This is an optimization exercise on Yosys and OpenROAD, whose aim is small area, not a production implementation.
Where RTL was checked, it was by simulation tests only, not by an equivalence proof against the original.
For run 2, only the layout was checked, not whether the RTL still works.
Power and IR drop assume default switching activity.

`flow/run.sh`:
```
#!/bin/bash
# synth_recipe.tcl (not shown) runs the flow's synth.tcl, then flattens the netlist and writes it again
# the make line also repeats each setting of config.mk as NAME=value (left out here)
make -C /OpenROAD-flow-scripts/flow DESIGN_CONFIG=/design/flow/config.mk WORK_HOME=/design/flow/orfs CLKGATE_MAP_FILE= SYNTH_SCRIPT=/design/flow/synth_recipe.tcl finish
```
`flow/config.mk`:
```
export PLATFORM = sky130hd
export DESIGN_NAME = CLOCK_TOP
export DESIGN_NICKNAME = CLOCK_TOP
export VERILOG_FILES = /design/flow/design.v
export SDC_FILE = /design/flow/constraint.sdc
export NUM_CORES = 4
export LEC_CHECK = 0
export CAP_MARGIN = 20
export CORE_MARGIN = 2
export CORE_UTILIZATION = 40
export SLEW_MARGIN = 20
```
`flow/constraint.sdc`:
```
create_clock -name core_clock -period 20.0 [get_ports {CLK50M}]
set_input_delay 4.0000 -clock core_clock [delete_from_list [all_inputs] [get_ports {CLK50M}]]
set_output_delay 4.0000 -clock core_clock [all_outputs]
set_load 0.01 [all_outputs]
```
`flow/design.v`:
```
module DEBOUNCE #(parameter SET = 1'b1)(
   input  CLK, EN1K, RSTN, KEY_IN,
   output reg KEY_OUT);
   reg [5:0] CNT;
   reg       PREV_KEY_IN;
   wire      stable = (KEY_IN == PREV_KEY_IN);
   wire      armed = CNT[5] & CNT[4] & CNT[1];
   always @(posedge CLK or negedge RSTN) begin
      if (!RSTN) begin
         CNT <= 6'd0;
         KEY_OUT <= SET;
         PREV_KEY_IN <= SET;
      end
      else if (EN1K) begin
         PREV_KEY_IN <= KEY_IN;
         if (stable & ~armed) CNT <= CNT + 6'd1;
         if (stable & armed) KEY_OUT <= KEY_IN;
      end
   end
endmodule
module CLOCK_TOP(
   input        CLK50M, KEY1, KEY2, KEY3, SW0, SW1, SW2, SW3, SW4, SW5, KNOCK, SENSOR, ROT_A, ROT_B,
   output [6:0] SEG0, SEG1, SEG2, SEG3, SEG4, SEG5, SEG6, SEG7,
   output [17:0] LED,
   output       BUZ_OUT);
   reg  [8:0] lfsr1k;
   wire       EN1K = &lfsr1k;
   always @(posedge CLK50M or negedge SW0) begin
      if (!SW0) lfsr1k <= 9'd12;
      else if (EN1K) lfsr1k <= 9'd123;
      else lfsr1k <= {lfsr1k[7:0], lfsr1k[8] ^ lfsr1k[4]};
   end
   reg  [5:0] lfsr10k;
   wire       EN10K = &lfsr10k;
   always @(posedge CLK50M or negedge SW0) begin
      if (!SW0) lfsr10k <= 6'd37;
      else if (EN10K) lfsr10k <= 6'd49;
      else lfsr10k <= {lfsr10k[4:0], lfsr10k[5] ^ lfsr10k[4]};
   end
   wire CLEAN_KEY1, CLEAN_KEY2, CLEAN_KEY3, CLEAN_SW1, CLEAN_SW2, CLEAN_SW3, CLEAN_SW4, CLEAN_SW5;
   DEBOUNCE #(.SET(1'b1)) UDEBOUNCE_KEY1 (.CLK(CLK50M), .EN1K(EN1K), .RSTN(SW0), .KEY_IN(KEY1), .KEY_OUT(CLEAN_KEY1));
   DEBOUNCE #(.SET(1'b1)) UDEBOUNCE_KEY2 (.CLK(CLK50M), .EN1K(EN1K), .RSTN(SW0), .KEY_IN(KEY2), .KEY_OUT(CLEAN_KEY2));
   DEBOUNCE #(.SET(1'b1)) UDEBOUNCE_KEY3 (.CLK(CLK50M), .EN1K(EN1K), .RSTN(SW0), .KEY_IN(KEY3), .KEY_OUT(CLEAN_KEY3));
   DEBOUNCE #(.SET(1'b0)) UDEBOUNCE_SW1 (.CLK(CLK50M), .EN1K(EN1K), .RSTN(SW0), .KEY_IN(SW1), .KEY_OUT(CLEAN_SW1));
   DEBOUNCE #(.SET(1'b0)) UDEBOUNCE_SW2 (.CLK(CLK50M), .EN1K(EN1K), .RSTN(SW0), .KEY_IN(SW2), .KEY_OUT(CLEAN_SW2));
   DEBOUNCE #(.SET(1'b0)) UDEBOUNCE_SW3 (.CLK(CLK50M), .EN1K(EN1K), .RSTN(SW0), .KEY_IN(SW3), .KEY_OUT(CLEAN_SW3));
   DEBOUNCE #(.SET(1'b0)) UDEBOUNCE_SW4 (.CLK(CLK50M), .EN1K(EN1K), .RSTN(SW0), .KEY_IN(SW4), .KEY_OUT(CLEAN_SW4));
   DEBOUNCE #(.SET(1'b0)) UDEBOUNCE_SW5 (.CLK(CLK50M), .EN1K(EN1K), .RSTN(SW0), .KEY_IN(SW5), .KEY_OUT(CLEAN_SW5));
   reg CLK500;
   always @(posedge CLK50M or negedge SW0) begin
      if (!SW0) CLK500 <= 1'b0;
      else if (EN1K) CLK500 <= ~CLK500;
   end
   function ms_max; input [6:0] v; ms_max = v[6] & v[4] & v[3] & v[0]; endfunction
   function hr_max; input [5:0] v; hr_max = v[5] & v[1] & v[0]; endfunction
   function dy_max; input [5:0] v; dy_max = v[5] & v[4] & v[0]; endfunction
   function [6:0] ms_inc; input [6:0] v;
      if (ms_max(v)) ms_inc = 7'h00;
      else if (v[3] & v[0]) ms_inc = {v[6:4] + 3'd1, 4'd0};
      else ms_inc = {v[6:4], v[3:0] + 4'd1};
   endfunction
   function [5:0] hr_inc; input [5:0] v;
      if (hr_max(v)) hr_inc = 6'h00;
      else if (v[3] & v[0]) hr_inc = {v[5:4] + 2'd1, 4'd0};
      else hr_inc = {v[5:4], v[3:0] + 4'd1};
   endfunction
   function [5:0] dy_inc; input [5:0] v; input [3:0] setr;
      if (dy_max(v)) dy_inc = {2'd0, setr};
      else if (v[3:0] == 4'd9) dy_inc = {v[5:4] + 2'd1, 4'd0};
      else dy_inc = {v[5:4], v[3:0] + 4'd1};
   endfunction
   function [6:0] ms_dec; input [6:0] v;
      if (v[3:0] == 4'd0) begin
         if (v[6:4] == 3'd0) ms_dec = {3'd5, 4'd9};
         else ms_dec = {v[6:4] - 3'd1, 4'd9};
      end
      else ms_dec = {v[6:4], v[3:0] - 4'd1};
   endfunction
   function [5:0] hr_dec; input [5:0] v;
      if (v[3:0] == 4'd0) begin
         if (v[5:4] == 2'd0) hr_dec = {2'd2, 4'd3};
         else hr_dec = {v[5:4] - 2'd1, 4'd9};
      end
      else hr_dec = {v[5:4], v[3:0] - 4'd1};
   endfunction
   function [5:0] dy_dec; input [5:0] v;
      if (v[5:4] == 2'd0) begin
         if (v[3:0] == 4'd1) dy_dec = {2'd3, 4'd1};
         else dy_dec = {2'd0, v[3:0] - 4'd1};
      end
      else if (v[3:0] == 4'd0) dy_dec = {v[5:4] - 2'd1, 4'd9};
      else dy_dec = {v[5:4], v[3:0] - 4'd1};
   endfunction
   reg [6:0] n_sec, n_min;
   reg [5:0] n_hour, n_day;
   reg       c_sec, c_min, c_hour;
   reg [9:0] c_cnt;
   reg       c_en;
   reg [6:0] s_sec, s_min;
   reg [5:0] s_hour, s_day;
   reg [1:0] sel;
   reg [1:0] k1s, k2s, k3s;
   reg [6:0] w_sec, w_min;
   reg [5:0] w_hour, w_day;
   reg       wc_sec, wc_min, wc_hour;
   reg [9:0] w_cnt;
   reg       w_en, w_state;
   reg [1:0] wk3s;
   wire [6:0] d_sec  = CLEAN_SW2 ? w_sec  : n_sec;
   wire [6:0] d_min  = CLEAN_SW2 ? w_min  : n_min;
   wire [5:0] d_hour = CLEAN_SW2 ? w_hour : n_hour;
   wire [5:0] d_day  = CLEAN_SW2 ? w_day  : n_day;
   wire c_wrap = CLEAN_SW3 ? (c_cnt[9:4] != 6'd0) | (c_cnt[3] & (c_cnt[2:0] != 3'd0))
                           : (&c_cnt[9:5]) & c_cnt[2] & c_cnt[1];
   wire w_wrap = CLEAN_SW3 ? (w_cnt[9:4] != 6'd0) | (w_cnt[3] & (w_cnt[2:0] != 3'd0))
                           : (&w_cnt[9:5]) & w_cnt[2] & w_cnt[1];
   always @(posedge CLK50M or negedge SW0) begin
      if (!SW0) begin
         n_sec <= 7'h00; n_min <= 7'h00; n_hour <= 6'h00; n_day <= 6'h01;
         c_sec <= 1'b0; c_min <= 1'b0; c_hour <= 1'b0;
         c_cnt <= 10'd0; c_en <= 1'b0;
      end
      else if (EN1K) begin
         c_sec  <= c_en & ms_max(n_sec);
         c_min  <= c_sec & ms_max(n_min);
         c_hour <= c_min & hr_max(n_hour);
         if (CLEAN_SW1) begin
            n_sec <= s_sec; n_min <= s_min; n_hour <= s_hour; n_day <= s_day;
            c_en <= 1'b0;
         end
         else begin
            if (c_en)   n_sec  <= ms_inc(n_sec);
            if (c_sec)  n_min  <= ms_inc(n_min);
            if (c_min)  n_hour <= hr_inc(n_hour);
            if (c_hour) n_day  <= dy_inc(n_day, 4'd1);
            c_cnt <= c_wrap ? 10'd0 : c_cnt + 10'd1;
            c_en <= c_wrap;
         end
      end
   end
   wire k1_fall = k1s[1] & ~k1s[0];
   wire k2_fall = k2s[1] & ~k2s[0];
   wire k3_fall = k3s[1] & ~k3s[0];
   always @(posedge CLK50M or negedge SW0) begin
      if (!SW0) begin
         s_sec <= 7'h00; s_min <= 7'h00; s_hour <= 6'h00; s_day <= 6'h01;
         sel <= 2'd0;
         k1s <= 2'b11; k2s <= 2'b11; k3s <= 2'b11;
      end
      else if (EN1K) begin
         k1s <= {k1s[0], CLEAN_KEY1};
         k2s <= {k2s[0], CLEAN_KEY2};
         k3s <= {k3s[0], CLEAN_KEY3};
         if (!CLEAN_SW1) begin
            sel <= 2'd0;
            s_sec <= d_sec; s_min <= d_min; s_hour <= d_hour; s_day <= d_day;
         end
         else if (k3_fall) sel <= sel + 2'd1;
         else if (k2_fall) begin
            case (sel)
              2'd0: s_sec  <= ms_inc(s_sec);
              2'd1: s_min  <= ms_inc(s_min);
              2'd2: s_hour <= hr_inc(s_hour);
              2'd3: s_day  <= dy_inc(s_day, 4'd1);
            endcase
         end
         else if (k1_fall) begin
            case (sel)
              2'd0: s_sec  <= ms_dec(s_sec);
              2'd1: s_min  <= ms_dec(s_min);
              2'd2: s_hour <= hr_dec(s_hour);
              2'd3: s_day  <= dy_dec(s_day);
            endcase
         end
      end
   end
   always @(posedge CLK50M or negedge CLEAN_SW2) begin
      if (!CLEAN_SW2) begin
         w_sec <= 7'h00; w_min <= 7'h00; w_hour <= 6'h00; w_day <= 6'h00;
         wc_sec <= 1'b0; wc_min <= 1'b0; wc_hour <= 1'b0;
         w_cnt <= 10'd0; w_en <= 1'b0; w_state <= 1'b0;
         wk3s <= 2'b11;
      end
      else if (EN1K) begin
         wk3s <= {wk3s[0], CLEAN_KEY3};
         wc_sec  <= w_en & ms_max(w_sec);
         wc_min  <= wc_sec & ms_max(w_min);
         wc_hour <= wc_min & hr_max(w_hour);
         if (w_en)    w_sec  <= ms_inc(w_sec);
         if (wc_sec)  w_min  <= ms_inc(w_min);
         if (wc_min)  w_hour <= hr_inc(w_hour);
         if (wc_hour) w_day  <= dy_inc(w_day, 4'd0);
         if (wk3s[1] & ~wk3s[0]) w_state <= ~w_state;
         else if (w_state) begin
            w_cnt <= w_wrap ? 10'd0 : w_cnt + 10'd1;
            w_en <= w_wrap;
         end
      end
   end
   reg       ALARM, ALARM_PULSE, TIMER_EN, KNOCK_D, KNOCK_FALL;
   reg [4:0] MIN_REMAIN, MIN_SHOWN;
   reg [9:0] ONE_SEC_CNT;
   reg [5:0] SEC_CNT;
   wire      osc_wrap = CLEAN_SW3 ? (ONE_SEC_CNT[9:4] != 6'd0) | (ONE_SEC_CNT[3] & (ONE_SEC_CNT[2:0] != 3'd0))
                                  : (&ONE_SEC_CNT[9:5]) & (&ONE_SEC_CNT[2:0]);
   always @(posedge CLK50M or negedge CLEAN_SW4) begin
      if (!CLEAN_SW4) begin
         ALARM <= 1'b0; ALARM_PULSE <= 1'b0; TIMER_EN <= 1'b0;
         KNOCK_D <= 1'b1; KNOCK_FALL <= 1'b0;
         MIN_REMAIN <= 5'd0; MIN_SHOWN <= 5'd0;
         ONE_SEC_CNT <= 10'd0; SEC_CNT <= 6'd0;
      end
      else if (EN1K) begin
         KNOCK_D <= KNOCK;
         KNOCK_FALL <= KNOCK_D & ~KNOCK;
         MIN_SHOWN <= MIN_REMAIN;
         ALARM <= ~KNOCK_FALL & ~TIMER_EN & ALARM_PULSE;
         ALARM_PULSE <= 1'b0;
         if (KNOCK_FALL) begin
            TIMER_EN <= 1'b1;
            if (MIN_REMAIN != 5'd19) MIN_REMAIN <= MIN_REMAIN + 5'd1;
         end
         else if (TIMER_EN) begin
            if (osc_wrap) begin
               ONE_SEC_CNT <= 10'd0;
               if (SEC_CNT != 6'd0) SEC_CNT <= SEC_CNT - 6'd1;
               else if (MIN_REMAIN != 5'd0) begin
                  SEC_CNT <= 6'd59;
                  MIN_REMAIN <= MIN_REMAIN - 5'd1;
               end
               else begin
                  TIMER_EN <= 1'b0;
                  ALARM_PULSE <= 1'b1;
               end
            end
            else ONE_SEC_CNT <= ONE_SEC_CNT + 10'd1;
         end
      end
   end
   genvar gi;
   generate
      for (gi = 0; gi < 18; gi = gi + 1) begin : g_led
         assign LED[gi] = (MIN_SHOWN > gi);
      end
   endgenerate
   reg       a_state, a_buz;
   reg [1:0] a_done;
   reg [9:0] a_phase;
   wire      a_last = (&a_phase[9:3]) & ~a_phase[2] & a_phase[1] & a_phase[0];    
   wire      a_end = a_phase[2];                                                 
   always @(posedge CLK50M or negedge SW0) begin
      if (!SW0) begin
         a_state <= 1'b0; a_buz <= 1'b0; a_done <= 2'd0; a_phase <= 10'd0;
      end
      else if (EN1K) begin
         a_buz <= 1'b0;
         if (!a_state) begin
            if (ALARM) begin
               a_state <= 1'b1; a_done <= 2'd0; a_phase <= 10'd0;
            end
         end
         else if ((&a_done) & (&a_phase[9:3]) & a_end) a_state <= 1'b0;
         else begin
            a_buz <= ~a_phase[9] & a_phase[6] & CLK500;
            if (a_last & ~(&a_done)) begin
               a_phase <= 10'd0;
               a_done <= a_done + 2'd1;
            end
            else a_phase <= a_phase + 10'd1;
         end
      end
   end
   reg       FIRE_ALARM, FIRE_VALID, f_buz, f_knock_d, f_knock_fall;
   reg [8:0] BEEP_CNT;
   always @(posedge CLK50M or negedge SW0) begin
      if (!SW0) begin
         FIRE_ALARM <= 1'b0; FIRE_VALID <= 1'b0; f_buz <= 1'b0;
         f_knock_d <= 1'b0; f_knock_fall <= 1'b0; BEEP_CNT <= 9'd0;
      end
      else if (EN1K) begin
         FIRE_ALARM <= SENSOR;
         f_knock_d <= KNOCK;
         f_knock_fall <= f_knock_d & ~KNOCK;
         if (FIRE_VALID & ~f_knock_fall) begin
            f_buz <= BEEP_CNT[8] & CLK500;
            BEEP_CNT <= BEEP_CNT + 9'd1;
         end
         else begin
            f_buz <= 1'b0;
            BEEP_CNT <= 9'd0;
            FIRE_VALID <= ~FIRE_VALID & FIRE_ALARM;
         end
      end
   end
   assign BUZ_OUT = FIRE_VALID ? f_buz : a_buz;
   reg [4:0] b_hi;
   reg       b_lo;
   reg [1:0] prev_state;
   reg [7:0] pwm_counter;
   reg       PWM_ACT;
   wire [3:0] rot = {prev_state, ROT_A, ROT_B};
   wire rot_up = (rot == 4'b0001) | (rot == 4'b0111) | (rot == 4'b1110) | (rot == 4'b1000);
   wire rot_dn = (rot == 4'b0010) | (rot == 4'b0100) | (rot == 4'b1101) | (rot == 4'b1011);
   always @(posedge CLK50M or negedge SW0) begin
      if (!SW0) begin
         b_hi <= 5'd31; b_lo <= 1'b1;
         pwm_counter <= 8'd0; PWM_ACT <= 1'b1;
      end
      else if (EN10K) begin
         pwm_counter <= pwm_counter + 8'd1;
         PWM_ACT <= (pwm_counter[7:3] < b_hi) | ((pwm_counter[7:3] == b_hi) & b_lo & ~(&pwm_counter[2:0]));
         if (CLEAN_SW5 & rot_up) begin
            if (&b_hi) b_lo <= 1'b1;
            else b_hi <= b_hi + 5'd1;
         end
         else if (CLEAN_SW5 & rot_dn) begin
            if (b_hi == 5'd0) b_lo <= 1'b0;
            else b_hi <= b_hi - 5'd1;
         end
      end
   end
   always @(posedge CLK50M) begin
      if (EN10K) prev_state <= {ROT_A, ROT_B};
   end
   function [6:0] dec10;
      input [3:0] x;
      begin
      dec10[0] = (~x[0] & ~x[1] & x[2]) | (x[0] & ~x[1] & ~x[2] & ~x[3]);
      dec10[1] = (~x[0] & x[1] & x[2]) | (x[0] & ~x[1] & x[2]);
      dec10[2] = (~x[0] & x[1] & ~x[2]);
      dec10[3] = (~x[0] & ~x[1] & x[2]) | (x[0] & x[1] & x[2]) | (x[0] & ~x[1] & ~x[2] & ~x[3]);
      dec10[4] = (~x[1] & x[2]) | (x[0]);
      dec10[5] = (x[1] & ~x[2]) | (x[0] & x[1]) | (x[0] & ~x[2] & ~x[3]);
      dec10[6] = (x[0] & x[1] & x[2]) | (~x[1] & ~x[2] & ~x[3]);
      end
   endfunction
   function [6:0] dec6;
      input [2:0] x;
      begin
      dec6[0] = (x[0] & ~x[1] & ~x[2]) | (~x[0] & x[2]);
      dec6[1] = (x[0] & x[2]);
      dec6[2] = (~x[0] & x[1]);
      dec6[3] = (x[0] & ~x[1] & ~x[2]) | (~x[0] & x[2]);
      dec6[4] = ~((~x[0] & ~x[2]));
      dec6[5] = (x[0] & ~x[2]) | (x[1]);
      dec6[6] = (~x[1] & ~x[2]);
      end
   endfunction
   function [6:0] dec3;
      input [1:0] x;
      begin
      dec3[0] = (x[0]);
      dec3[1] = 1'b0;
      dec3[2] = (x[1]);
      dec3[3] = (x[0]);
      dec3[4] = (x[0]);
      dec3[5] = ~((~x[0] & ~x[1]));
      dec3[6] = (~x[1]);
      end
   endfunction
   function [6:0] dec4;
      input [1:0] x;
      begin
      dec4[0] = (x[0] & ~x[1]);
      dec4[1] = 1'b0;
      dec4[2] = (~x[0] & x[1]);
      dec4[3] = (x[0] & ~x[1]);
      dec4[4] = (x[0]);
      dec4[5] = ~((~x[0] & ~x[1]));
      dec4[6] = (~x[1]);
      end
   endfunction
   function [6:0] decfull;
      input [3:0] x;
      begin
      decfull[0] = (~x[0] & ~x[1] & x[2]) | (x[0] & ~x[1] & ~x[2] & ~x[3]) | (x[1] & x[3]) | (x[2] & x[3]);
      decfull[1] = (x[2] & x[3]) | (~x[0] & x[1] & x[2]) | (x[1] & x[3]) | (x[0] & ~x[1] & x[2]);
      decfull[2] = ~((x[2] & ~x[3]) | (x[0] & ~x[3]) | (~x[1] & ~x[2]));
      decfull[3] = (~x[0] & ~x[1] & x[2]) | (x[0] & x[1] & x[2]) | (x[2] & x[3]) | (x[0] & ~x[1] & ~x[2] & ~x[3]) | (x[1] & x[3]);
      decfull[4] = (~x[1] & x[2]) | (x[0]) | (x[1] & x[3]);
      decfull[5] = (x[1] & ~x[2]) | (x[0] & x[1]) | (x[2] & x[3]) | (x[0] & ~x[2] & ~x[3]);
      decfull[6] = (x[0] & x[1] & x[2]) | (~x[1] & ~x[2] & ~x[3]) | (x[2] & x[3]) | (x[1] & x[3]);
      end
   endfunction
   wire [6:0] blank = {7{~PWM_ACT}};
   assign SEG0 = blank | dec10(d_sec[3:0]);
   assign SEG1 = blank | dec6(d_sec[6:4]);
   assign SEG2 = blank | dec10(d_min[3:0]);
   assign SEG3 = blank | dec6(d_min[6:4]);
   assign SEG4 = blank | dec10(d_hour[3:0]);
   assign SEG5 = blank | dec3(d_hour[5:4]);
   assign SEG6 = blank | decfull(d_day[3:0]);
   assign SEG7 = blank | dec4(d_day[5:4]);
endmodule
```
==> results of run 1 <==
## final cells by class
class,count,area share
clock buffers,48,0.0535
flip-flops and latches,273,0.378
multi-input cells,1310,0.460
repair buffers,99,0.0533
clock inverters,13,0.00666
inverters,66,0.0136
well taps,518,0.0356
## metal layers
layer	share of wire	vias to the layer above	track usage
li1	-	6274	-
met1	0.47	6206	0.240
met2	0.46	201	0.294
met3	0.042	52	0.0276
met4	0.019	0	0.0435
met5	0	-	0
## worst reg2reg max path, stage by stage, from the launching register on
cell and delay, ps:
dfrtp_1 360, and3_1 420, nand3_4 410, buf_4 480, a211o_1 470, a31o_2 310
mux2_2 270
## flip-flops by register name (all words and copies together) (netlist names), 8 cells and up
signal and count:
c_cnt 10, a_phase 10, pwm_counter 8, ONE_SEC_CNT 10, w_cnt 10, BEEP_CNT 9, lfsr1k 9
## worst paths after layout
path / startpoint / endpoint
max in group asynchronous: SW0 / s_day[0]
worst max-delay path: UDEBOUNCE_SW2.KEY_OUT / SEG2[3]
worst min register to register: UDEBOUNCE_SW4.KEY_OUT / MIN_SHOWN[0]
worst max register to register: lfsr1k[1] / s_min[6]
worst min-delay path: UDEBOUNCE_SW4.KEY_OUT / MIN_SHOWN[0]
min in group core_clock: lfsr10k[3] / lfsr10k[4]
## synth_stat cells, types with 19 or more instances
master      n  share of area
nand3_1    70          0.022
nand2_1   240          0.057
nor3_1     29         0.0092
inv_1      66          0.016
a21oi_1    90          0.028
nand2b_1   23         0.0091
and3_1     35          0.014
clkbuf_1   53          0.013
o31ai_1    19         0.0090
ha_1       72          0.057
or3_1      19         0.0075
nor2_1    116          0.027
nand4_1    34          0.013
nor2b_1    19         0.0075
dfrtp_1   242           0.38
xnor2_1    45          0.025
mux2_2     36          0.026
dfstp_2    29          0.048
mux2i_1    42          0.027
o21ai_0   133          0.042
a31oi_1    20         0.0079
xor2_1     36          0.020
## per-stage QoR
stage	util	hold WS (ps)	std cells
3_5_place_dp	0.440	113	2266
2_1_floorplan	-	418	1733
3_3_place_gp	0.440	116	2266
4_1_cts	0.468	125	2327
6_report	0.468	117	2327
5_1_grt	0.468	138	2327
## power breakdown
part	total [µW]	leakage (µW)	internal, µW	switching, µW
logic	14.3	0.00402	4.01	10.3
registers	555	0.00360	554	0.874
clock network	604	0.000545	366	238
total	1170	0.00817	924	249
## cell families after synthesis
logic type,count (synthesis)
multiplexers,78
XOR/XNOR,81
flip-flops,273
adder cells (fa/ha/maj),74
AO/OA/AOI/OAI,412
AND/OR/NAND/NOR,665
buffers and inverters,150
==> out/metrics.yaml, run 1 <==
cts-root-buf: "clkbuf_16"
setup_viol: 0
cts.sinks: 273
coreArea_um2: 38900
fin_crit_sh: 0.379
cp.required_ps: 16000
viasPerCell: 5.47
numCtsBuffers: 34
vdd_drop_max_v: 0.0000403
area_growth_pct: 15.0
synth_adder_area_share: 0.0594
num_vias: 12700
synth.ff_latch_count: 273
antenna_found_initial: 0
rows: 72
crit_buf_inv: 2
cp_top_family: "buffers and inverters"
hold_class: "flop to asynchronous set/reset pin"
cts.htree.levels: 2
setup_tns_ps: 0
setup_slack_ps: 12420
max_stage_delay_ps: 680
layout.nets: 1872
synthFlopType: "dfrtp_1"
insertion_delay_ps: 510
grt_max_degree: 88
wl_per_cell_um: 15.4
slowest_stage: "dfrtp_4"
synth-seq-area-share: 0.434
drv_slew: 0
syn_avg_cell_area_um2: 9.15
final_area_um2: 18200
synthCells: 1733
dp_hpwl_mm: 24.5
ys_warn_count: 3
max-cap-violations: 0
worst_slew_pin_slew_ps: 916
cp_cell_sequence: "buf_4, mux2_2, or3_1, a21o_1, nand3_1, clkdlybuf4s50_1"
grt_overflow: 0
multiInputGateArea_um2: 8380
rsz0062_at_grt: "false"
cts_tree: "yes"
r2r_setup_slack_ps: 17150
place_area_um2: 17100
filler_cell_count: 3733
slew_headroom: 0.390
p_per_area_nw_per_um2: 64.4
track_usage: 0.176
reg2reg_depth: 6
status: "finished clean"
power_uw: 1170
mostFrequentLayoutCells: "dfrtp_1, nand2_1, o21ai_0"
cp_data_arrival_time_ps: 3580
power_leakage_uw: 0.00817
cp.depth: 6
async_reset_ff_frac: 0.993
syn_nets: 1821
grt_pass1_vias: 12500
synth_top_family_by_area: "simple AND/OR/NAND/NOR gates"
critPathCaptureType: "output port"
post_cts_buffers: 0
drive_gt1_frac: 0.0851
seq_area_um2: 6880
n_antenna_cell: 0
first_iter_violations: 846
synth_cell_types: 82
cts_resized: 0
port_buffers: 88
fp.dieW_um: 203
synth.area.mux_share: 0.0521
syn_area_um2: 15900
ios: 89
crit_fanout: 54
synth_edf_count: 2
grt_pass1_wl_mm: 61.4
ant_nets: 0
hold_violations: 0
initial_core_util: 0.407
fin_crit_ps: 7580
synth_compound_area_frac: 0.166
synth-simple-area-share: 0.206
fmax_mhz: 132
place_congestion: 0.841
clock_path_buffers: 3
pre_cts_slack_ps: 12940
critPathLaunchType: "flop"
drt_pass1_iterations: 5
drc_errors: 0
postCtsHoldBufs: 0
synth_xor_area_frac: 0.0448
die-area_um2: 41200
die_h_um: 203
finalClockSkew_ps: 22.6
routed_wirelength_mm: 35.9
clkSlewWorstSetupHoldPaths_ps: 60
critical_path_class: "flop to output port"
==> run 2, diff against run 1 <==
--- a/flow/design.v
+++ b/flow/design.v
@@ -143,9 +143,36 @@
    wire k3_fall = k3s[1] & ~k3s[0];
-   always @(posedge CLK50M or negedge SW0) begin
-      if (!SW0) begin
-         s_sec <= 7'h00; s_min <= 7'h00; s_hour <= 6'h00; s_day <= 6'h01;
-         sel <= 2'd0;
-         k1s <= 2'b11; k2s <= 2'b11; k3s <= 2'b11;
+   wire       sel_hr = (sel == 2'd2);
+   wire       sel_dy = (sel == 2'd3);
+   reg  [6:0] set_x;
+   always @(*) begin
+      case (sel)
+        2'd0: set_x = s_sec;
+        2'd1: set_x = s_min;
+        2'd2: set_x = {1'b0, s_hour};
+        default: set_x = {1'b0, s_day};
+      endcase
+   end
+   wire [2:0] sx_t = set_x[6:4];
+   wire [3:0] sx_u = set_x[3:0];
+   wire [2:0] smax_t = sel_hr ? 3'd2 : sel_dy ? 3'd3 : 3'd5;
+   wire [3:0] smax_u = sel_hr ? 4'd3 : sel_dy ? 4'd1 : 4'd9;
+   wire       sx_at_max = sel_hr ? (sx_t[1] & sx_u[1] & sx_u[0])
+                        : sel_dy ? (sx_t[1] & sx_t[0] & sx_u[0])
+                        : (sx_t[2] & sx_t[0] & sx_u[3] & sx_u[0]);
+   wire       sx_at_min = (sx_t == 3'd0) & (sx_u == {3'd0, sel_dy});
+   reg  [6:0] set_y;
+   always @(*) begin
+      if (k2_fall) begin
+         if (sx_at_max) set_y = {3'd0, 3'd0, sel_dy};
+         else if (sx_u == 4'd9) set_y = {sx_t + 3'd1, 4'd0};
+         else set_y = {sx_t, sx_u + 4'd1};
+      end
+      else begin
+         if (sx_at_min) set_y = {smax_t, smax_u};
+         else if ((sx_u == 4'd0) & (sx_t != 3'd0)) set_y = {sx_t - 3'd1, 4'd9};
+         else set_y = {sx_t, sx_u - 4'd1};
       end
-      else if (EN1K) begin
+   end
+   always @(posedge CLK50M) begin
+      if (EN1K) begin
          k1s <= {k1s[0], CLEAN_KEY1};
@@ -158,16 +185,8 @@
          else if (k3_fall) sel <= sel + 2'd1;
-         else if (k2_fall) begin
-            case (sel)
-              2'd0: s_sec  <= ms_inc(s_sec);
-              2'd1: s_min  <= ms_inc(s_min);
-              2'd2: s_hour <= hr_inc(s_hour);
-              2'd3: s_day  <= dy_inc(s_day, 4'd1);
-            endcase
-         end
-         else if (k1_fall) begin
+         else if (k2_fall | k1_fall) begin
             case (sel)
-              2'd0: s_sec  <= ms_dec(s_sec);
-              2'd1: s_min  <= ms_dec(s_min);
-              2'd2: s_hour <= hr_dec(s_hour);
-              2'd3: s_day  <= dy_dec(s_day);
+              2'd0: s_sec  <= set_y;
+              2'd1: s_min  <= set_y;
+              2'd2: s_hour <= set_y[5:0];
+              2'd3: s_day  <= set_y[5:0];
             endcase
@@ -249,23 +268,23 @@
    wire      a_last = (&a_phase[9:3]) & ~a_phase[2] & a_phase[1] & a_phase[0];    
-   wire      a_end = a_phase[2];                                                 
+   wire      a_stop = (&a_done) & (&a_phase[9:2]);                                
    always @(posedge CLK50M or negedge SW0) begin
       if (!SW0) begin
-         a_state <= 1'b0; a_buz <= 1'b0; a_done <= 2'd0; a_phase <= 10'd0;
+         a_state <= 1'b0; a_buz <= 1'b0;
       end
       else if (EN1K) begin
-         a_buz <= 1'b0;
+         a_buz <= a_state & ~a_stop & ~a_phase[9] & a_phase[6] & CLK500;
+         if (!a_state) a_state <= ALARM;
+         else if (a_stop) a_state <= 1'b0;
+      end
+   end
+   always @(posedge CLK50M) begin
+      if (EN1K) begin
          if (!a_state) begin
-            if (ALARM) begin
-               a_state <= 1'b1; a_done <= 2'd0; a_phase <= 10'd0;
-            end
+            a_done <= 2'd0; a_phase <= 10'd0;
          end
-         else if ((&a_done) & (&a_phase[9:3]) & a_end) a_state <= 1'b0;
-         else begin
-            a_buz <= ~a_phase[9] & a_phase[6] & CLK500;
-            if (a_last & ~(&a_done)) begin
-               a_phase <= 10'd0;
-               a_done <= a_done + 2'd1;
-            end
-            else a_phase <= a_phase + 10'd1;
+         else if (a_last & ~(&a_done)) begin
+            a_phase <= 10'd0;
+            a_done <= a_done + 2'd1;
          end
+         else a_phase <= a_phase + 10'd1;
       end
@@ -274,6 +293,6 @@
    reg [8:0] BEEP_CNT;
+   wire      f_run = FIRE_VALID & ~f_knock_fall;
    always @(posedge CLK50M or negedge SW0) begin
       if (!SW0) begin
-         FIRE_ALARM <= 1'b0; FIRE_VALID <= 1'b0; f_buz <= 1'b0;
-         f_knock_d <= 1'b0; f_knock_fall <= 1'b0; BEEP_CNT <= 9'd0;
+         FIRE_ALARM <= 1'b0; FIRE_VALID <= 1'b0;
       end
@@ -281,13 +300,11 @@
          FIRE_ALARM <= SENSOR;
+         if (!f_run) FIRE_VALID <= ~FIRE_VALID & FIRE_ALARM;
+      end
+   end
+   always @(posedge CLK50M) begin
+      if (EN1K) begin
          f_knock_d <= KNOCK;
          f_knock_fall <= f_knock_d & ~KNOCK;
-         if (FIRE_VALID & ~f_knock_fall) begin
-            f_buz <= BEEP_CNT[8] & CLK500;
-            BEEP_CNT <= BEEP_CNT + 9'd1;
-         end
-         else begin
-            f_buz <= 1'b0;
-            BEEP_CNT <= 9'd0;
-            FIRE_VALID <= ~FIRE_VALID & FIRE_ALARM;
-         end
+         f_buz <= f_run & BEEP_CNT[8] & CLK500;
+         BEEP_CNT <= f_run ? BEEP_CNT + 9'd1 : 9'd0;
       end
--- a/flow/config.mk
+++ b/flow/config.mk
@@ -9,3 +9,5 @@
 export CORE_MARGIN = 2
-export CORE_UTILIZATION = 40
+export CORE_UTILIZATION = 70
+export CTS_BUF_LIST = sky130_fd_sc_hd__clkbuf_4 sky130_fd_sc_hd__clkbuf_8
+export PLACE_DENSITY = 0.8
 export SLEW_MARGIN = 20
==> run 2 against run 1 <==
Core utilization increased by 33 points. Still clean. Worst setup slack improved by 210 ps. Combinational power shrank 15%. Via count shrank 6.3%. Clock power is 15% lower. Critical path type unchanged. Non-clock buffer count shrank 5. Sequential share of layout area up 4.9 points. Synthesized cell count fell by 11%. First-iteration DRC count fell by 1.3%.
==> out/metrics.yaml, run 2 <==
syn_avg_cell_area_um2: 9.66
vdd_drop_max_v: 0.0000592
num_vias: 11900
die_h_um: 150
instances_no_fill: 1918
crit_top_cell: "mux2i_1"
critPathCaptureType: "output port"
crit_buf_inv: 2
area_growth_pct: 13.0
synth_area_leaders: "dfrtp_1, edfxtp_1, nand2_1"
busiest_layer: "met2"
cp_top_family: "buffers and inverters"
cts_resized: 0
hold_class: "flop to asynchronous set/reset pin"
crit_fanout: 82
met2_usage: 0.497
fin_util: 0.803
async_reset_ff_frac: 0.780
synth_commonest_cells: "nand2_1, dfrtp_1, o21ai_0, nor2_1, nand3_1"
fp.dieW_um: 150
grt_max_degree: 90
syn_area_um2: 14800
insertion_delay_ps: 580
port_buffers: 88
synth.area.mux_share: 0.0354
synth_xor_area_frac: 0.0531
viasPerCell: 6.22
drc_errors: 0
coreArea_um2: 20900
max_stage_delay_ps: 640
synthFlopType: "dfrtp_1"
pre_cts_slack_ps: 12970
mostFrequentLayoutCells: "nand2_1, dfrtp_1, o21ai_0"
rows: 53
ant_nets: 0
finalClockSkew_ps: 25.3
setup_tns_ps: 0
routed_wirelength_mm: 34.2
use_met1: 0.424
status: "finished clean"
slew_headroom: 0.402
yosysMostFrequentCell: "nand2_1"
initial_core_util: 0.711
dp_hpwl_mm: 22.9
ys_warn_count: 3
synthCells: 1537
ios: 89
worst_slew_pin_slew_ps: 888
fin_crit_sh: 0.369
filler_cell_count: 1385
grt_overflow: 0
cts.htree.levels: 2
synth.ff_latch_count: 273
layout.nets: 1681
dp.cells: 1837
power_leakage_uw: 0.00705
postCtsHoldBufs: 0
p_per_area_nw_per_um2: 65.3
setup_slack_ps: 12620
clkSlewWorstSetupHoldPaths_ps: 60
fin_crit_ps: 7380
cts.sinks: 273
syn_nets: 1610
cp.required_ps: 16000
n_antenna_cell: 0
synth_compound_area_frac: 0.157
synth.top_cell.area_share: 0.322
track_usage: 0.310
antenna_found_initial: 0
fmax_mhz: 136
slowest_stage: "mux2i_1"
grt_pass1_vias: 11400
synth_cell_types: 85
max-cap-violations: 0
numCtsBuffers: 44
synth_edf_count: 60
wl_per_cell_um: 17.8
place_congestion: 0.948
grt_pass1_wl_mm: 56.1
synth-seq-area-share: 0.482
cts_tree: "yes"
critPathLaunchType: "flop"
die-area_um2: 22400
synth_adder_area_share: 0.0507
rsz0062_at_grt: "false"
drv_slew: 0
r2r_setup_slack_ps: 16090
critical_path_class: "flop to output port"
drive_gt1_frac: 0.0919
grt_util_met3: 0.0567
cp_cell_sequence: "buf_6, mux2i_1, nor2b_1, mux2i_1, o21ai_0, nand2b_1, clkdlybuf4s50_1"
synth_area_leader_cell: "dfrtp_1"
cts-root-buf: "clkbuf_8"
post_cts_buffers: 0
first_iter_violations: 835
clock_path_buffers: 3
synth_top_family_by_area: "simple AND/OR/NAND/NOR gates"
cp_data_arrival_time_ps: 3380
hold_violations: 0
drt_pass1_iterations: 6
final_common_cell: "nand2_1"
synth-simple-area-share: 0.187
setup_viol: 0
run 2: routing by layer:
layer  up-vias  share of wire
met3        95          0.062
met1      5780           0.43
met4         0          0.034
li1       5647              -
met2       406           0.47
met5         -              0
run 2: where the power goes:
group | switching, µW | internal [µW] | leakage, µW
clock network | 227 | 288 | 0.000513
registers | 0.854 | 568 | 0.00323
logic | 8.19 | 3.89 | 0.00331
run 2: layout make-up:
type | count | area (µm²) | share of cell area
Multi-Input combinational cell | 1144 | 7190 | 0.429
Timing Repair Buffer | 94 | 931 | 0.0555
Clock buffer | 77 | 916 | 0.0546
Tap cell | 275 | 344 | 0.0205
Inverter | 51 | 196 | 0.0117
Sequential cell | 273 | 7160 | 0.427
Clock inverter | 4 | 35.0 | 0.00209
run 2: worst paths after layout:
| path | start | endpoint | depth (start not counted) |
|---|---|---|---|
| max | UDEBOUNCE_SW2.KEY_OUT | SEG4[3] | 7 |
| min | UDEBOUNCE_SW4.KEY_OUT | SEC_CNT[2] | 0 |
| max reg2reg | sel[0] | s_hour[4] | 10 |
| min reg2reg | UDEBOUNCE_SW4.KEY_OUT | SEC_CNT[2] | 0 |
| max in group asynchronous | SW0 | UDEBOUNCE_SW2.KEY_OUT | 2 |
| min in group core_clock | lfsr10k[3] | lfsr10k[4] | 0 |
run 2: per-stage QoR:
stage / instance area, µm² / hold slack, ps / total power (µW)
floorplan: 14800 / 419 / 582
global placement: 15800 / 166 / 591
detailed placement: 15800 / 168 / 592
CTS: 16800 / 172 / 1100
global route: 16800 / 207 / 1130
finish: 16800 / 160 / 1100
run 2: logic make-up after synthesis:
family,Yosys count
flip-flops,273
adder cells (fa/ha/maj),59
multiplexers,50
buffers and inverters,120
AND/OR/NAND/NOR,573
XOR/XNOR,90
AO/OA/AOI/OAI,372
==> run 3, diff against run 2 <==
--- a/flow/design.v
+++ b/flow/design.v
@@ -6,6 +6,6 @@
    wire      stable = (KEY_IN == PREV_KEY_IN);
-   wire      armed = CNT[5] & CNT[4] & CNT[1];
+   wire      armed = &CNT;
    always @(posedge CLK or negedge RSTN) begin
       if (!RSTN) begin
-         CNT <= 6'd0;
+         CNT <= 6'd6;
          KEY_OUT <= SET;
@@ -15,3 +15,3 @@
          PREV_KEY_IN <= KEY_IN;
-         if (stable & ~armed) CNT <= CNT + 6'd1;
+         if (stable & ~armed) CNT <= {CNT[4:0], CNT[5] ^ CNT[4]};
          if (stable & armed) KEY_OUT <= KEY_IN;
--- a/flow/config.mk
+++ b/flow/config.mk
@@ -9,5 +9,7 @@
 export CORE_MARGIN = 2
-export CORE_UTILIZATION = 70
+export CORE_UTILIZATION = 80
 export CTS_BUF_LIST = sky130_fd_sc_hd__clkbuf_4 sky130_fd_sc_hd__clkbuf_8
-export PLACE_DENSITY = 0.8
+export CTS_CLUSTER_DIAMETER = 45
+export CTS_CLUSTER_SIZE = 14
+export PLACE_DENSITY = 0.9
 export SLEW_MARGIN = 20
==> run 3 against run 2 <==
Still clean. Clock-buffer cell count down 41. Register-to-register slack better by 160 ps. Cell count down 5.9%. Critical endpoint is now SEG0[5]. Global-route usage up 12 points. First-iteration DRC count up 120%.
==> out/metrics.yaml, run 3 <==
fmax_mhz: 130
rsz0062_at_grt: "false"
async_reset_ff_frac: 0.780
synth.top_cell.area_share: 0.297
synthCells: 1488
max-cap-violations: 0
worst_slew_pin_slew_ps: 976
ys_warn_count: 3
setup_tns_ps: 0
cts.htree.levels: 1
grt_pass1_vias: 12900
drc_errors: 0
layout.nets: 1628
drive_gt1_frac: 0.117
rows: 49
vdd_drop_max_v: 0.0000795
instances_no_fill: 1805
power_leakage_uw: 0.00707
setup_viol: 0
port_buffers: 88
place_congestion: 0.977
mostFrequentLayoutCells: "nand2_1, dfrtp_1, nor2_1"
clock_path_buffers: 3
synth_area_leaders: "dfrtp_1, edfxtp_1, dfstp_2"
synth-seq-area-share: 0.488
grt_max_degree: 78
track_usage: 0.425
die_h_um: 140
grt_overflow: 0
clkSlewWorstSetupHoldPaths_ps: 90
p_per_area_nw_per_um2: 62.6
area_growth_pct: 11.3
yosysMostFrequentCell: "nand2_1"
synth_area_leader_cell: "dfrtp_1"
slew_headroom: 0.350
synth_commonest_cells: "nand2_1, dfrtp_1, nor2_1, o21ai_0, nand3_1"
grt_pass1_wl_mm: 66.8
final_common_cell: "nand2_1"
cts.sinks: 273
cp_data_arrival_time_ps: 3710
insertion_delay_ps: 600
coreArea_um2: 18000
dp.cells: 1751
n_antenna_cell: 0
numCtsBuffers: 29
syn_area_um2: 14700
die-area_um2: 19500
whs_ps: 289
first_iter_violations: 1830
finalClockSkew_ps: 40.1
fin_crit_ps: 7710
status: "finished clean"
cp.required_ps: 16000
drv_slew: 0
fp.dieW_um: 140
synth_cell_types: 74
synthFlopType: "dfrtp_1"
ant_nets: 0
hold_class: "flop to asynchronous set/reset pin"
routed_wirelength_mm: 41.4
post_cts_buffers: 0
fin_crit_sh: 0.386
crit_fanout: 50
critPathCaptureType: "output port"
syn_nets: 1563
num_vias: 12900
syn_avg_cell_area_um2: 9.90
cts_tree: "yes"
critical_path_class: "flop to output port"
viasPerCell: 7.14
initial_core_util: 0.817
synth_edf_count: 60
cts_resized: 0
ios: 89
antenna_found_initial: 0
hold_violations: 0
dp_hpwl_mm: 24.5
wl_per_cell_um: 22.9
postCtsHoldBufs: 0
cts-root-buf: "clkbuf_8"
synth.ff_latch_count: 273
critPathLaunchType: "flop"
drt_pass1_iterations: 8
run 3: cell count changes after synthesis, moves of 13 or more:
cell / delta
o21ai_1: -20
a21oi_1: +14
mux2_2: +46
nor2_1: +13
nand4_1: -15
dfrtp_1: -16
dfstp_2: +16
xnor2_1: -22
o21ai_0: -21
nand2_1: -17
run 3: final cells by class:
class,count,area (µm²)
multi-input cells,1098,7070
repair buffers,95,935
clock inverters,18,249
fillers,715,1630
well taps,229,287
clock buffers,36,458
inverters,56,210
flip-flops and latches,273,7180
run 3: critical path, stage by stage, from the launching register on:
cell	delay, ps
dfrtp_4	730
buf_4	640
mux2i_1	610
nor2b_1	140
o21ai_0	250
o211ai_1	170
clkdlybuf4s50_1	540
run 3: routing by layer:
metal / global-route usage / vias up / part of all wire
met5: 0.00251 / - / 0
met4: 0.223 / 0 / 0.063
met3: 0.0592 / 270 / 0.088
met2: 0.720 / 975 / 0.49
met1: 0.539 / 6173 / 0.35
li1: - / 5469 / -
run 3: cells by family (layout without fill, tap and decap cells):
logic type | after synthesis | after routing | share of synthesized area
and+or+nand+nor | 544 | 544 | 0.174
adders and majority gates | 61 | 61 | 0.0529
AOI/OAI and AO/OA | 333 | 333 | 0.143
DFF | 273 | 273 | 0.488
muxes | 100 | 100 | 0.0740
xor gates and xnor gates | 60 | 60 | 0.0357
buffers and inverters | 117 | 205 | 0.0323
run 3: power by group:
| part | switching, µW | internal (µW) | total [µW] | leakage (µW) |
|---|---|---|---|---|
| sequential | 0.0595 | 567 | 567 | 0.00324 |
| clock | 225 | 223 | 447 | 0.000363 |
| combinational | 7.77 | 3.24 | 11.0 | 0.00347 |
run 3: worst paths after layout:
path                                       startpoint                    end  slack [ps]  cells past startpoint
worst max-delay path            UDEBOUNCE_SW2.KEY_OUT                SEG0[5]       12290                      6
worst min-delay path            UDEBOUNCE_SW2.KEY_OUT              w_hour[5]         290                      0
worst max register to register                 sel[0]               s_day[2]       16250                      8
worst min register to register  UDEBOUNCE_SW2.KEY_OUT              w_hour[5]         290                      0
max in group asynchronous                         SW0  UDEBOUNCE_SW2.KEY_OUT       15100                      2
min in group core_clock                     lfsr1k[5]              lfsr1k[6]         400                      0
run 3: metrics by stage:
stage	total power, µW	setup slack [ps]	cell area [µm²]	utilization
finish	1030	12290	16400	0.910
global route	1040	11990	16400	0.910
CTS	1020	12330	16400	0.910
detailed placement	589	12950	15700	0.870
global placement	589	13070	15700	0.870
floorplan	580	12420	14700	-
==> run 4, diff against run 3 <==
==> flow/flow/run.sh (new file) <==
#!/bin/bash
set -euo pipefail
export BUFFER_PORTS_ARGS="-buffer_cell sky130_fd_sc_hd__buf_1"
export CTS_ARGS="-sink_clustering_enable -repair_clock_nets -buf_list {sky130_fd_sc_hd__clkbuf_4 sky130_fd_sc_hd__clkbuf_8} -sink_clustering_size 20 -sink_clustering_max_diameter 60 -dont_use_dummy_load"
bash standard.sh "BUFFER_PORTS_ARGS=$BUFFER_PORTS_ARGS" "CTS_ARGS=$CTS_ARGS" finish > standard.log 2>&1
==> flow/standard.sh (new file) <==
#!/bin/bash
# synth_recipe.tcl (not shown) runs the flow's synth.tcl, then flattens the netlist and writes it again
# the make line also repeats each setting of config.mk as NAME=value (left out here)
make -C /OpenROAD-flow-scripts/flow DESIGN_CONFIG=/design/flow/config.mk WORK_HOME=/design/flow/orfs CLKGATE_MAP_FILE= SYNTH_SCRIPT=/design/flow/synth_recipe.tcl "${@:-finish}"
--- a/flow/config.mk
+++ b/flow/config.mk
@@ -10,5 +10,2 @@
 export CORE_UTILIZATION = 80
-export CTS_BUF_LIST = sky130_fd_sc_hd__clkbuf_4 sky130_fd_sc_hd__clkbuf_8
-export CTS_CLUSTER_DIAMETER = 45
-export CTS_CLUSTER_SIZE = 14
 export PLACE_DENSITY = 0.9
removed: flow/run.sh
==> run 4 against run 3 <==
Largest cell class unchanged. Worst setup slack better by 350 ps. Clock-buffer cell count down 16. First-iteration DRC count down 37%. Global-route usage down 8.3 points. Maximum frequency up 4.8%. Critical path depth up 1. Cell count down 1.9%. Wire length down 20%.
==> out/metrics.yaml, run 4 <==
setup_tns_ps: 0
final_common_cell: "nand2_1"
ys_warn_count: 3
synth.area.mux_share: 0.0740
max_stage_delay_ps: 740
synth_commonest_cells: "nand2_1, dfrtp_1, nor2_1, o21ai_0, nand3_1"
r2r_start: "lfsr1k[2]"
synth-simple-area-share: 0.174
p_per_area_nw_per_um2: 54.2
synthFlopType: "dfrtp_1"
synth.ff_latch_count: 273
grt_pass1_vias: 11300
grt_max_degree: 84
yosysMostFrequentCell: "nand2_1"
die-area_um2: 19500
cts_resized: 0
crit_fanout: 50
rsz0062_at_grt: "false"
layout.nets: 1619
postCtsHoldBufs: 0
hold_violations: 0
synth_top_family_by_area: "simple AND/OR/NAND/NOR gates"
clock_path_buffers: 3
clkSlewWorstSetupHoldPaths_ps: 120
fp.dieW_um: 140
setup_viol: 0
drive_gt1_frac: 0.0973
antenna_found_initial: 0
crit_top_cell: "mux2i_1"
max-cap-violations: 0
num_vias: 11700
cp_cell_sequence: "buf_4, mux2i_1, nor2b_1, mux2i_1, o21ai_0, nand2b_1, buf_1"
synth_xor_area_frac: 0.0357
synth_adder_area_share: 0.0529
viasPerCell: 6.62
vdd_drop_max_v: 0.0000682
async_reset_ff_frac: 0.780
fin_crit_sh: 0.368
synthCells: 1488
first_iter_violations: 1145
reg2reg_depth: 6
place_congestion: 0.975
initial_core_util: 0.817
instances_no_fill: 1771
finalClockSkew_ps: 63.7
cts.sinks: 273
power_leakage_uw: 0.00660
track_usage: 0.342
drt_pass1_iterations: 7
synth_area_leader_cell: "dfrtp_1"
worst_slew_pin_slew_ps: 931
cp_data_arrival_time_ps: 3360
area_growth_pct: 4.71
final_area_um2: 15400
synth_compound_area_frac: 0.143
ios: 89
fin_util: 0.855
port_buffers: 88
whs_ps: 319
ant_nets: 0
post_cts_buffers: 0
syn_avg_cell_area_um2: 9.90
slew_headroom: 0.375
hold_class: "flop to asynchronous set/reset pin"
critical_path_class: "flop to output port"
syn_nets: 1563
drv_slew: 0
wl_per_cell_um: 18.7
critPathLaunchType: "flop"
fin_crit_ps: 7360
synth_edf_count: 60
dp.cells: 1751
rr_endpoint: "s_day[3]"
grt_overflow: 0
rows: 49
status: "finished clean"
cp.required_ps: 16000
r2r_setup_slack_ps: 16220
place_area_um2: 15100
grt_pass1_wl_mm: 55.0
n_antenna_cell: 0
slowest_stage: "dfrtp_4"
fmax_mhz: 136
coreArea_um2: 18000
insertion_delay_ps: 570
dp_hpwl_mm: 22.9
critPathCaptureType: "output port"
synth_cell_types: 74
synth_area_leaders: "dfrtp_1, edfxtp_1, dfstp_2"
cts-root-buf: "clkbuf_8"
routed_wirelength_mm: 33.2
numCtsBuffers: 20
syn_area_um2: 14700
mostFrequentLayoutCells: "nand2_1, dfrtp_1, nor2_1"
die_h_um: 140
drc_errors: 0
synth-seq-area-share: 0.488
cts_tree: "yes"
cts.htree.levels: 1
synth.top_cell.area_share: 0.297
-- run 4: worst max path at each step --
stage | start | endpoint | slack [ps]
finish | UDEBOUNCE_SW2.KEY_OUT | SEG0[3] | 12640
global placement | UDEBOUNCE_SW2.KEY_OUT | SEG0[3] | 13400
detailed placement | UDEBOUNCE_SW2.KEY_OUT | SEG2[3] | 13280
CTS | UDEBOUNCE_SW2.KEY_OUT | SEG0[3] | 12670
global route | UDEBOUNCE_SW2.KEY_OUT | SEG2[3] | 12350
floorplan | UDEBOUNCE_SW2.KEY_OUT | SEG3[3] | 12420
-- run 4: area by class of cell --
class | count | area (µm²)
clock buffers | 20 | 275
flip-flops and latches | 273 | 7180
fillers | 1026 | 2610
multi-input cells | 1098 | 7070
well taps | 229 | 287
repair buffers | 95 | 390
inverters | 56 | 210
-- run 4: stage by stage --
stage | power, µW | setup slack (ps)
after global routing | 857 | 12350
after CTS | 836 | 12670
after detailed placement | 587 | 13280
after global placement | 587 | 13400
final | 835 | 12640
after floorplan | 580 | 12420
-- run 4: kinds of logic (layout without fill, tap and decap cells) --
kind of cell / count (synthesis) / count (layout)
AOI/OAI and AO/OA: 333 / 333
muxes: 100 / 100
DFF: 273 / 273
adders and majority gates: 61 / 61
buffers and inverters: 117 / 171
xor gates and xnor gates: 60 / 60
and+or+nand+nor: 544 / 544
-- run 4: metal layers --
layer  wire, µm  track usage  vias to the layer above
li1           -            -                     5430
met1      13100        0.459                     5666
met2      16500        0.580                      528
met3       2540       0.0471                       96
met4       1040        0.118                        0
met5          0            0                        -
-- run 4: where the power goes --
part,total [µW],switching [µW],internal [µW]
sequential,567,0.0731,567
clock,259,168,90.5
combinational,8.97,7.31,1.65
-- run 4: worst max-delay path, delay by kind of cell (launching register included) --
family,cells,cell delay [ps]
muxes,2,770
buffers and inverters,2,770
and+or+nand+nor,2,350
AOI/OAI and AO/OA,1,120
DFF,1,740
==> run 5, diff against run 4 <==
==> flow/flow/run.sh (replaced) <==
#!/bin/bash
set -euo pipefail
export BUFFER_PORTS_ARGS="-buffer_cell sky130_fd_sc_hd__buf_1"
export CTS_ARGS="-sink_clustering_enable -repair_clock_nets -buf_list {sky130_fd_sc_hd__clkbuf_4 sky130_fd_sc_hd__clkbuf_8} -sink_clustering_size 14 -sink_clustering_max_diameter 45 -dont_use_dummy_load"
bash standard.sh "BUFFER_PORTS_ARGS=$BUFFER_PORTS_ARGS" "CTS_ARGS=$CTS_ARGS" finish > standard.log 2>&1
==> run 5 against run 4 <==
Still clean on timing, DRC and antenna. Sequential power is essentially flat. Power up 6.8%. Combinational power is 2% higher. Largest cell class unchanged. First-iteration DRC count fell by 9.7%.
==> out/metrics.yaml, run 5 <==
pre_cts_slack_ps: 13280
switching_power_uw: 186
rows: 49
p_sw_frac: 0.209
setup_viol: 0
cts.htree.levels: 1
numCtsBuffers: 31
synth_commonest_cells: "nand2_1, dfrtp_1, nor2_1, o21ai_0, nand3_1"
syn_area_um2: 14700
fin_crit_ps: 7340
crit_fanout: 50
place_congestion: 0.975
synth_adder_area_share: 0.0529
synth.ff_latch_count: 273
first_iter_violations: 1034
synth_area_leaders: "dfrtp_1, edfxtp_1, dfstp_2"
die_h_um: 140
coreArea_um2: 18000
drv_slew: 0
slew_headroom: 0.424
status: "finished clean"
insertion_delay_ps: 590
max-cap-violations: 0
critPathLaunchType: "flop"
finalClockSkew_ps: 46.4
grt_pass1_wl_mm: 56.0
die-area_um2: 19500
grt_max_degree: 84
cts_resized: 0
filler_cell_count: 991
place_area_um2: 15100
cts_tree: "yes"
synth.area.mux_share: 0.0740
cts.sinks: 273
dp_hpwl_mm: 22.9
critPathCaptureType: "output port"
cp.required_ps: 16000
track_usage: 0.347
instances_no_fill: 1782
mostFrequentLayoutCells: "nand2_1, dfrtp_1, nor2_1"
synth_compound_area_frac: 0.143
ant_nets: 0
p_comb_frac: 0.010
fin_crit_sh: 0.367
synthFlopType: "dfrtp_1"
critical_path_class: "flop to output port"
post_cts_buffers: 0
ys_warn_count: 3
fmax_mhz: 136
area_growth_pct: 5.74
synth_xor_area_frac: 0.0357
setup_slack_ps: 12660
synth-simple-area-share: 0.174
n_antenna_cell: 0
vdd_drop_max_v: 0.0000595
async_reset_ff_frac: 0.780
cell_internal_pwr_uw: 706
ios: 89
power_leakage_uw: 0.00668
p_per_area_nw_per_um2: 57.3
cts-root-buf: "clkbuf_8"
num_vias: 11700
drive_gt1_frac: 0.104
final_common_cell: "nand2_1"
yosysMostFrequentCell: "nand2_1"
clock_power_share: 0.354
synth_area_leader_cell: "dfrtp_1"
synth_top_family_by_area: "simple AND/OR/NAND/NOR gates"
rsz0062_at_grt: "false"
synth_cell_types: 74
routed_wirelength_mm: 33.7
final_area_um2: 15600
dp.cells: 1751
synth.top_cell.area_share: 0.297
synthCells: 1488
hold_class: "flop to asynchronous set/reset pin"
grt_pass1_vias: 11600
drc_errors: 0
syn_avg_cell_area_um2: 9.90
hold_violations: 0
synth-seq-area-share: 0.488
power_uw: 892
fp.dieW_um: 140
initial_core_util: 0.817
worst_slew_pin_slew_ps: 859
seqPwrFrac: 0.636
clock_path_buffers: 3
drt_pass1_iterations: 6
grt_overflow: 0
port_buffers: 88
cp_data_arrival_time_ps: 3340
viasPerCell: 6.59
syn_nets: 1563
antenna_found_initial: 0
wl_per_cell_um: 18.9
clkSlewWorstSetupHoldPaths_ps: 90
setup_tns_ps: 0
layout.nets: 1630
postCtsHoldBufs: 0
synth_edf_count: 60
==> run 5: power groups by stage <==
stage	combinational, µW	sequential [µW]	clock [µW]
floorplan	1.33	578	0
global placement	8.92	578	0
detailed placement	9.24	578	0
CTS	9.37	568	318
global route	10.6	567	338
finish	9.12	568	315
==> run 5: final cells by class <==
type / instances / area (µm²) / area share
clock buffers: 31 / 427 / 0.0274
repair buffers: 95 / 390 / 0.0251
multi-input cells: 1098 / 7070 / 0.454
flip-flops and latches: 273 / 7180 / 0.461
inverters: 56 / 210 / 0.0135
well taps: 229 / 287 / 0.0184
==> run 5: cell families (layout without fill, tap and decap cells) <==
| group | count (synthesis) | after routing |
|---|---|---|
| XOR/XNOR | 60 | 60 |
| AO/OA/AOI/OAI | 333 | 333 |
| adder cells (fa/ha/maj) | 61 | 61 |
| AND/OR/NAND/NOR | 544 | 544 |
| multiplexers | 100 | 100 |
| flip-flops | 273 | 273 |
| buffers and inverters | 117 | 182 |
==> run 5: worst max-delay path, stage by stage (launching register included) <==
cell and delay, ps:
dfrtp_4 730, buf_4 650, mux2i_1 620, nor2b_1 120, mux2i_1 160, o21ai_0 110, nand2b_1 190, buf_1 120
==> run 5: layer usage <==
layer	wire length [µm]	GRT usage
met1	13300	0.457
met2	16700	0.591
met3	2530	0.0496
met4	1160	0.134
met5	0	0
==> run 5: metrics by stage <==
stage,util,hold slack (ps)
after floorplan,-,417
after global placement,0.840,282
after detailed placement,0.840,289
after CTS,0.864,291
after global routing,0.864,313
final,0.864,295
==> run 5: path summary, 6_finish.rpt <==
check | start | slack, ps | end | depth (start not counted)
worst max-delay path | UDEBOUNCE_SW2.KEY_OUT | 12660 | SEG2[3] | 7
worst min-delay path | UDEBOUNCE_SW2.KEY_OUT | 300 | wc_min | 0
worst max register to register | lfsr1k[2] | 16200 | s_day[4] | 6
worst min register to register | UDEBOUNCE_SW2.KEY_OUT | 300 | wc_min | 0
max in group asynchronous | SW0 | 15230 | pwm_counter[5] | 2
min in group core_clock | lfsr1k[2] | 380 | lfsr1k[3] | 0
==> run 6, diff against run 5 <==
==> flow/flow/run.sh (replaced) <==
#!/bin/bash
# The standard layout (standard.sh, ORFS) with these changes:
#  - synthesis: flow/synth.tcl, the standard script with ABC mapping by flow/area.abc, and
#    no adder extraction (ADDER_MAP_FILE empty), so adders are mapped by ABC as plain logic;
#  - port buffers use sky130_fd_sc_hd__buf_1 (every input and output port still gets one);
#  - clock tree synthesis with clkbuf_4/clkbuf_8, sink clusters of at most 14 within 45 um,
#    and no dummy loads.
# make's full output goes to standard.log in this folder; ORFS keeps each step's log under
# orfs/logs/.
set -euo pipefail
here=$(pwd)
export MY_ABC_SCRIPT="$here/flow/area.abc"
export BUFFER_PORTS_ARGS="-buffer_cell sky130_fd_sc_hd__buf_1"
export CTS_ARGS="-sink_clustering_enable -repair_clock_nets -buf_list {sky130_fd_sc_hd__clkbuf_2 sky130_fd_sc_hd__clkbuf_4 sky130_fd_sc_hd__clkbuf_8} -sink_clustering_size 10 -sink_clustering_max_diameter 40 -dont_use_dummy_load"
bash standard.sh "SYNTH_SCRIPT=$here/flow/synth.tcl" "ADDER_MAP_FILE=" \
  "BUFFER_PORTS_ARGS=$BUFFER_PORTS_ARGS" "CTS_ARGS=$CTS_ARGS" finish > standard.log 2>&1
==> flow/flow/area.abc (new file) <==
strash
dc2
strash
dch -f
amap
==> flow/flow/synth.tcl (new file) <==
# synth_recipe.tcl (the standard synthesis) with one change: the ABC technology mapping uses
# the area-oriented script in area.abc (via $MY_ABC_SCRIPT) instead of ORFS's abc_speed
# script. Liberty, dont_use cells and constraints are passed to ABC unchanged. Registers are
# mapped by dfflibmap before ABC runs, so they are the standard synthesis's.
proc synth {args} { yosys synth -nofsm -noshare {*}$args }
proc abc {args} {
  set keep {}
  set skip 0
  foreach a $args {
    if { $skip } { set skip 0; continue }
    if { $a eq "-script" } { set skip 1; continue }
    lappend keep $a
  }
  lappend keep -script $::env(MY_ABC_SCRIPT)
  yosys abc {*}$keep
}
source $::env(SCRIPTS_DIR)/synth.tcl
# left out here: clear keep_hierarchy, flatten, clean up, hide names made inside functions, write 1_2_yosys.v
--- a/flow/config.mk
+++ b/flow/config.mk
@@ -9,4 +9,4 @@
 export CORE_MARGIN = 2
-export CORE_UTILIZATION = 80
-export PLACE_DENSITY = 0.9
+export CORE_UTILIZATION = 60
+export PLACE_DENSITY = 0.75
 export SLEW_MARGIN = 20
==> run 6 against run 5 <==
Maximum frequency shrank 7.0%. Cell count grew 3.3%. Power grew 6.5%. Clock skew grew 12 ps. Worst setup slack lost 550 ps. Sequential power is essentially flat. Global-route usage shrank 8.6 points. Non-clock buffer count grew 2. Sequential cell count is the same. Core utilization shrank 19 points. Still clean.
==> out/metrics.yaml, run 6 <==
cp_cell_sequence: "clkinv_1, o22ai_1, clkinv_1, nor2_1, or3_1, a221o_1, or2_0, buf_1"
drv_slew: 0
die_h_um: 151
track_usage: 0.261
synth-seq-area-share: 0.552
rr_endpoint: "s_sec[4]"
mostFrequentLayoutCells: "nor2_1, clkinv_1, dfrtp_1"
num_vias: 10900
p_per_area_nw_per_um2: 66.6
syn_avg_cell_area_um2: 9.02
cts_tree: "yes"
synthFlopType: "dfrtp_1"
fin_util: 0.674
hold_class: "flop to asynchronous set/reset pin"
area_growth_pct: 9.66
fin_crit_ps: 7890
synth_commonest_cells: "nor2_1, clkinv_1, dfrtp_1, o21ai_0, nand2_1"
coreArea_um2: 21200
reg2reg_depth: 11
n_antenna_cell: 0
grt_overflow: 0
drt_pass1_iterations: 5
max-cap-violations: 0
ios: 89
fp.dieW_um: 151
cp_top_family: "buffers and inverters"
grt_pass1_vias: 10300
r2r_start: "sel[1]"
synth_area_leaders: "dfrtp_1, edfxtp_1, dfstp_2"
cts.htree.levels: 2
yosysMostFrequentCell: "nor2_1"
postCtsHoldBufs: 0
port_buffers: 88
crit_fanout: 31
critical_path_class: "flop to output port"
grt_pass1_wl_mm: 48.2
vdd_drop_max_v: 0.0000455
die-area_um2: 22900
grt_max_degree: 80
post_cts_buffers: 0
synth_cell_types: 50
fmax_mhz: 127
slowest_stage: "clkinv_1"
filler_cell_count: 1725
worst_slew_pin_slew_ps: 925
numCtsBuffers: 41
routed_wirelength_mm: 28.9
insertion_delay_ps: 550
rsz0062_at_grt: "false"
viasPerCell: 5.95
synth_area_leader_cell: "dfrtp_1"
place_congestion: 0.941
initial_core_util: 0.615
dp_hpwl_mm: 20.2
clock_path_buffers: 3
synth.top_cell.area_share: 0.337
first_iter_violations: 624
critPathCaptureType: "output port"
async_reset_ff_frac: 0.780
syn_area_um2: 13000
wl_per_cell_um: 15.7
antenna_found_initial: 1
max_stage_delay_ps: 920
cts-root-buf: "clkbuf_8"
setup_tns_ps: 0
ant_nets: 0
layout.nets: 1582
drc_errors: 0
synthCells: 1442
setup_viol: 0
power_leakage_uw: 0.00521
cts.sinks: 273
cp.required_ps: 16000
critPathLaunchType: "flop"
crit_top_cell: "clkinv_1"
clkSlewWorstSetupHoldPaths_ps: 70
ys_warn_count: 3
finalClockSkew_ps: 58.6
synth.ff_latch_count: 273
syn_nets: 1456
r2r_setup_slack_ps: 16020
hold_violations: 0
final_common_cell: "nor2_1"
fin_crit_sh: 0.395
synth_edf_count: 60
rows: 53
slew_headroom: 0.379
crit_buf_inv: 3
status: "finished clean"
cp_data_arrival_time_ps: 3890
drive_gt1_frac: 0.0587
cts_resized: 0
-- run 6: changes by cell type after synthesis, sizes merged, moves of 35 or more --
cell    delta
nor2     +115
clkbuf    -43
o22ai     +82
mux2      -65
inv       -56
clkinv   +226
nand3     -57
nand2     -75
ha        -59
mux2i     -35
-- run 6: power breakdown --
part / switching [µW] / internal (µW)
combinational: 7.10 / 1.43
sequential: 0.0460 / 568
clock: 192 / 181
-- run 6: kinds of logic after synthesis --
kind of cell | share of synthesized area
and+or+nand+nor | 0.163
DFF | 0.552
AOI/OAI and AO/OA | 0.214
buffers and inverters | 0.0710
-- run 6: worst max path at each step --
| stage | endpoint | cells past startpoint | slack [ps] | start |
|---|---|---|---|---|
| 6_report | SEG6[3] | 8 | 12110 | UDEBOUNCE_SW2.KEY_OUT |
| 5_1_grt | SEG6[3] | 8 | 11700 | UDEBOUNCE_SW2.KEY_OUT |
| 4_1_cts | SEG6[3] | 8 | 12210 | UDEBOUNCE_SW2.KEY_OUT |
| 3_5_place_dp | SEG6[3] | 8 | 12800 | UDEBOUNCE_SW2.KEY_OUT |
| 3_3_place_gp | SEG6[3] | 8 | 12960 | UDEBOUNCE_SW2.KEY_OUT |
| 2_1_floorplan | SEC_CNT[5] | 10 | 7660 | lfsr1k[2] |
-- run 6: stage by stage --
step / area (µm²) / hold WS (ps) / setup slack (ps) / total power, µW / std cells
CTS: 14200 / 281 / 12210 / 958 / 1840
floorplan: 13000 / 410 / 7660 / 579 / 1442
finish: 14300 / 279 / 12110 / 950 / 1841
global route: 14300 / 325 / 11700 / 981 / 1841
global placement: 13700 / 266 / 12960 / 587 / 1799
detailed placement: 13700 / 277 / 12800 / 587 / 1799
-- run 6: cell type report --
class,count,area (µm²),share of cell area
Clock buffer,41,564,0.0396
Inverter,226,848,0.0595
Multi-Input combinational cell,929,4900,0.344
Sequential cell,273,7180,0.504
Tap cell,275,344,0.0241
Timing Repair Buffer,97,414,0.0290
-- run 6: layer usage --
metal  vias to the layer above  part of all wire  track usage  wire [µm]
li1                       5368                 -            -          -
met1                      5158              0.45        0.361      13000
met2                       342              0.46        0.424      13300
met3                        76             0.063       0.0446       1820
met4                         2             0.027       0.0836        775
met5                         -           0.00045            0         13

## what the ideal ports hide
How much do the figures lean on ideal ports? The routed layouts below were timed once more, with nothing changed but the port constraints. Step 1: set_driving_cell puts a clkbuf_16 on CLK50M and a buf_2 on each other input, an assumption about the parent block. Step 2, shift: input delay + t, output delay - t, t = (earliest + latest rising clock arrival at the registers) / 2. This alone moves slack from input paths to output paths. Slacks: ideal / step 1 / step 2; pairs: ideal / step 1.
run	t (ns)	slack for setup (ns)	slew at the worst register clock pin (ns)
run 1	0.553	12.416 / 12.363 / 12.916	0.06 / 0.06
run 2	0.615	12.623 / 12.578 / 13.193	0.07 / 0.07
run 3	0.623	12.288 / 12.243 / 12.865	0.10 / 0.10
run 4	0.574	12.642 / 12.601 / 13.175	0.12 / 0.12
run 5	0.612	12.660 / 12.619 / 13.231	0.09 / 0.09
run 6	0.559	12.106 / 12.062 / 12.621	0.07 / 0.07
After both steps setup and hold are still met in every run listed.
